Source: an optimization exercise on an open RTL-to-GDS flow (aim: small area, a short achievable clock period and few clock cycles). Production flows keep margins and buffers that such runs may drop.
The RTL was checked by simulation tests, not by an equivalence proof against the original design.
Power and IR drop assume default switching activity.

## the baseline
==> flow/design.v (excerpt) <==
module mul_unit
    (
        input logic clk,
        input logic rst,
        input logic [1:0] issue_fn3,
        input logic [31:0] rs1,
        input logic [31:0] rs2,
        input logic issue_new_request,
        input logic [3:0] issue_id,
        output logic issue_ready,
        input logic wb_ack,
        output logic wb_done,
        output logic [3:0] wb_id,
        output logic [31:0] wb_rd
    );
==> flow/config.mk <==
export PLATFORM = sky130hd
export DESIGN_NAME = mul_unit
export DESIGN_NICKNAME = mul_unit
export VERILOG_FILES = /design/flow/design.v
export SDC_FILE = /design/flow/constraint.sdc
export NUM_CORES = 4
export LEC_CHECK = 0
export CAP_MARGIN = 20
export CORE_MARGIN = 2
export CORE_UTILIZATION = 40
export SETUP_SLACK_MARGIN = 4
export SLEW_MARGIN = 20
==> flow/constraint.sdc <==
create_clock -name core_clock -period 10.0 [get_ports {clk}]
set_input_delay 2.0000 -clock core_clock [delete_from_list [all_inputs] [get_ports {clk}]]
set_output_delay 2.0000 -clock core_clock [all_outputs]
set_load 0.01 [all_outputs]
standard.sh (not shown) runs the stock make flow with config.mk's settings and CLKGATE_MAP_FILE= SYNTH_SCRIPT=/design/flow/synth_recipe.tcl, a recipe that flattens the netlist after the stock synthesis.
==> flow/flow/run.sh <==
#!/bin/bash
# The standard ORFS layout (standard.sh) with two changes:
#  - SYNTH_ARGS=-noabc: Yosys's synth skips its quick "abc -fast" pass, so
#    the full adders written in the RTL reach extract_fa as written; the
#    registers are the same as the standard synthesis's;
#  - the port buffers that buffer_ports inserts are plain buffers
#    (buf_4) instead of the default delay cells.
cp standard.sh standard_sh_copy.log
export BUFFER_PORTS_ARGS="-buffer_cell sky130_fd_sc_hd__buf_4"
bash standard.sh SYNTH_ARGS=-noabc finish > standard.log 2>&1
status=$?
tail -50 standard.log
exit $status
The baseline went all the way through the flow, and no timing, DRC or antenna check failed.
Testbench counts of the baseline, summed over its fixed seeds: cycles 16,008.
Input-level comparison between the candidate and the baseline:
Settings: a change of CORE_UTILIZATION from 40 to 65.
Findings:
Die extent in y: the candidate < the baseline
Relative to the baseline, multi-input combinational area share has gone up in the candidate.
Total wire length for the candidate is lower than for the baseline.
In the candidate, the share of the core filled with cells came out 27 points above the value in the baseline.
The candidate closes out successfully: all stages finished, all timing, DRC and antenna checks passed.
[compare] base=the baseline new=the candidate: clock period minus worst slack increased 72 ps; worst hold-check slack essentially unchanged; number of violations reported at the end of detailed-routing iteration 0 increased 336; power essentially unchanged; part of the cycle the worst path needs increased 0.72 points.
Sort the candidate and the baseline by routed via count divided by cell count desc -> top: the candidate
Combined area of the multi-input logic cells: the candidate vs the baseline — no meaningful difference

========
Starting RTL as in the previous note.
Settings: LEC_CHECK=0, CAP_MARGIN=5, CORE_MARGIN=2, CORE_UTILIZATION=40, CTS_BUF_LIST=sky130_fd_sc_hd__clkbuf_8, PLACE_DENSITY=0.8, SETUP_SLACK_MARGIN=4, SLEW_MARGIN=5; clock period 10.0 ns.
==> flow/flow/run.sh <==
#!/bin/bash
# The standard ORFS layout (standard.sh) with two changes:
#  - SYNTH_ARGS=-noabc: Yosys's synth skips its quick "abc -fast" pass, so
#    the full adders written in the RTL reach extract_fa as written; the
#    registers are the same as the standard synthesis's;
#  - the port buffers that buffer_ports inserts are plain buffers
#    (buf_2) instead of the default delay cells.
cp standard.sh standard_sh_copy.log
export BUFFER_PORTS_ARGS="-buffer_cell sky130_fd_sc_hd__buf_2"
bash standard.sh SYNTH_ARGS=-noabc finish > standard.log 2>&1
status=$?
tail -50 standard.log
exit $status
Testbench counts at the start, summed over its fixed seeds: cycles 16,008.
Rerun with:
--- a/flow/flow/run.sh
+++ b/flow/flow/run.sh
@@ -5,7 +5,7 @@
 #    registers are the same as the standard synthesis's;
 #  - the port buffers that buffer_ports inserts are plain buffers
-#    (buf_2) instead of the default delay cells.
+#    (buf_4) instead of the default delay cells.
 cp standard.sh standard_sh_copy.log
-export BUFFER_PORTS_ARGS="-buffer_cell sky130_fd_sc_hd__buf_2"
+export BUFFER_PORTS_ARGS="-buffer_cell sky130_fd_sc_hd__buf_4"
 bash standard.sh SYNTH_ARGS=-noabc finish > standard.log 2>&1
 status=$?
- ABC_AREA: not set -> 1
- CAP_MARGIN: 5 -> 20
- CTS_BUF_LIST: sky130_fd_sc_hd__clkbuf_8 -> not set
- PLACE_DENSITY: 0.8 -> not set
- SLEW_MARGIN: 5 -> 20
After rerunning: The new run ran to the end with no violations; wire length is higher by 17%; setup slack degrades by 10 ps; cell area came out higher by 5.0%; clock power goes up by 22%; first-iteration DRC count increases by 0.79%.
Rerun with:
--- a/flow/flow/run.sh
+++ b/flow/flow/run.sh
@@ -5,7 +5,7 @@
 #    registers are the same as the standard synthesis's;
 #  - the port buffers that buffer_ports inserts are plain buffers
-#    (buf_4) instead of the default delay cells.
+#    (buf_2) instead of the default delay cells.
 cp standard.sh standard_sh_copy.log
-export BUFFER_PORTS_ARGS="-buffer_cell sky130_fd_sc_hd__buf_4"
+export BUFFER_PORTS_ARGS="-buffer_cell sky130_fd_sc_hd__buf_2"
 bash standard.sh SYNTH_ARGS=-noabc finish > standard.log 2>&1
 status=$?
- ABC_AREA: 1 -> not set
- CTS_BUF_LIST: not set -> sky130_fd_sc_hd__clkbuf_8
- PLACE_DENSITY: not set -> 0.8
Effect: The changed run produced a clean layout. Synthesized cell count goes down by roughly a tenth. Critical path depth goes up by 2. Total power goes down by roughly a tenth. Non-clock buffer count goes down by 6. Fmax goes up slightly. Worst setup slack is better by 55 ps. Clock-buffer cell count goes down by 1. Cell count goes down by roughly a tenth. Wire length goes down by about a fifth. Final area goes down by a few percent.
Rerun with:
- CTS_BUF_LIST: sky130_fd_sc_hd__clkbuf_8 -> not set
Clock-buffer cell count went up by 1; design area went up by about 1.5%; via count went up by 0.57%; clock power went up by 34%; flip-flop and latch count is unchanged; die area stays the same; synthesized area stays the same; clock skew went down by 7.6 ps; global-route usage went up by 0.36 points; sequential share of layout area went down by 0.17 points; total power went up by about 2.2%.

-- re-timing with driven ports --
In the flow no input, the clock included, has a driving cell. The finished layouts below were timed again as built, in two steps. Step 1 assumes that a clkbuf_16 drives the clock port and a buf_2 every other input. Step 2 also shifts input and output timing later by t, the mid clock arrival at the registers, as if the neighbouring blocks saw the same clock. a / b / c = ideal / step 1 / step 2; a / b = the first two.
| run | t, ns | setup WS [ns] | worst register clock-pin slew, ns | worst data-port slew with drivers (ns) | pins driven straight from the clock port |
|---|---|---|---|---|---|
| the baseline | 0.538 | 4.038 / 3.979 / 3.586 | 0.08 / 0.08 | 0.08 | 1 |
| the candidate | 0.548 | 3.966 / 3.905 / 3.499 | 0.08 / 0.08 | 0.09 | 1 |
| the first run of note 2 | 0.601 | 3.980 / 3.920 / 3.465 | 0.11 / 0.11 | 0.08 | 1 |
| the second run of note 2 | 0.506 | 3.970 / 3.971 / 3.465 | 0.07 / 0.07 | 0.06 | 1 |
| the third run of note 2 | 0.588 | 4.025 / 3.966 / 3.542 | 0.11 / 0.11 | 0.09 | 1 |
| the fourth run of note 2 | 0.528 | 4.044 / 3.984 / 3.553 | 0.08 / 0.08 | 0.10 | 1 |
After both steps every run listed still meets setup and hold. The setup slack of the first run of note 2, which loses most, moves by -0.060 ns with the drivers and by -0.515 ns with both steps.
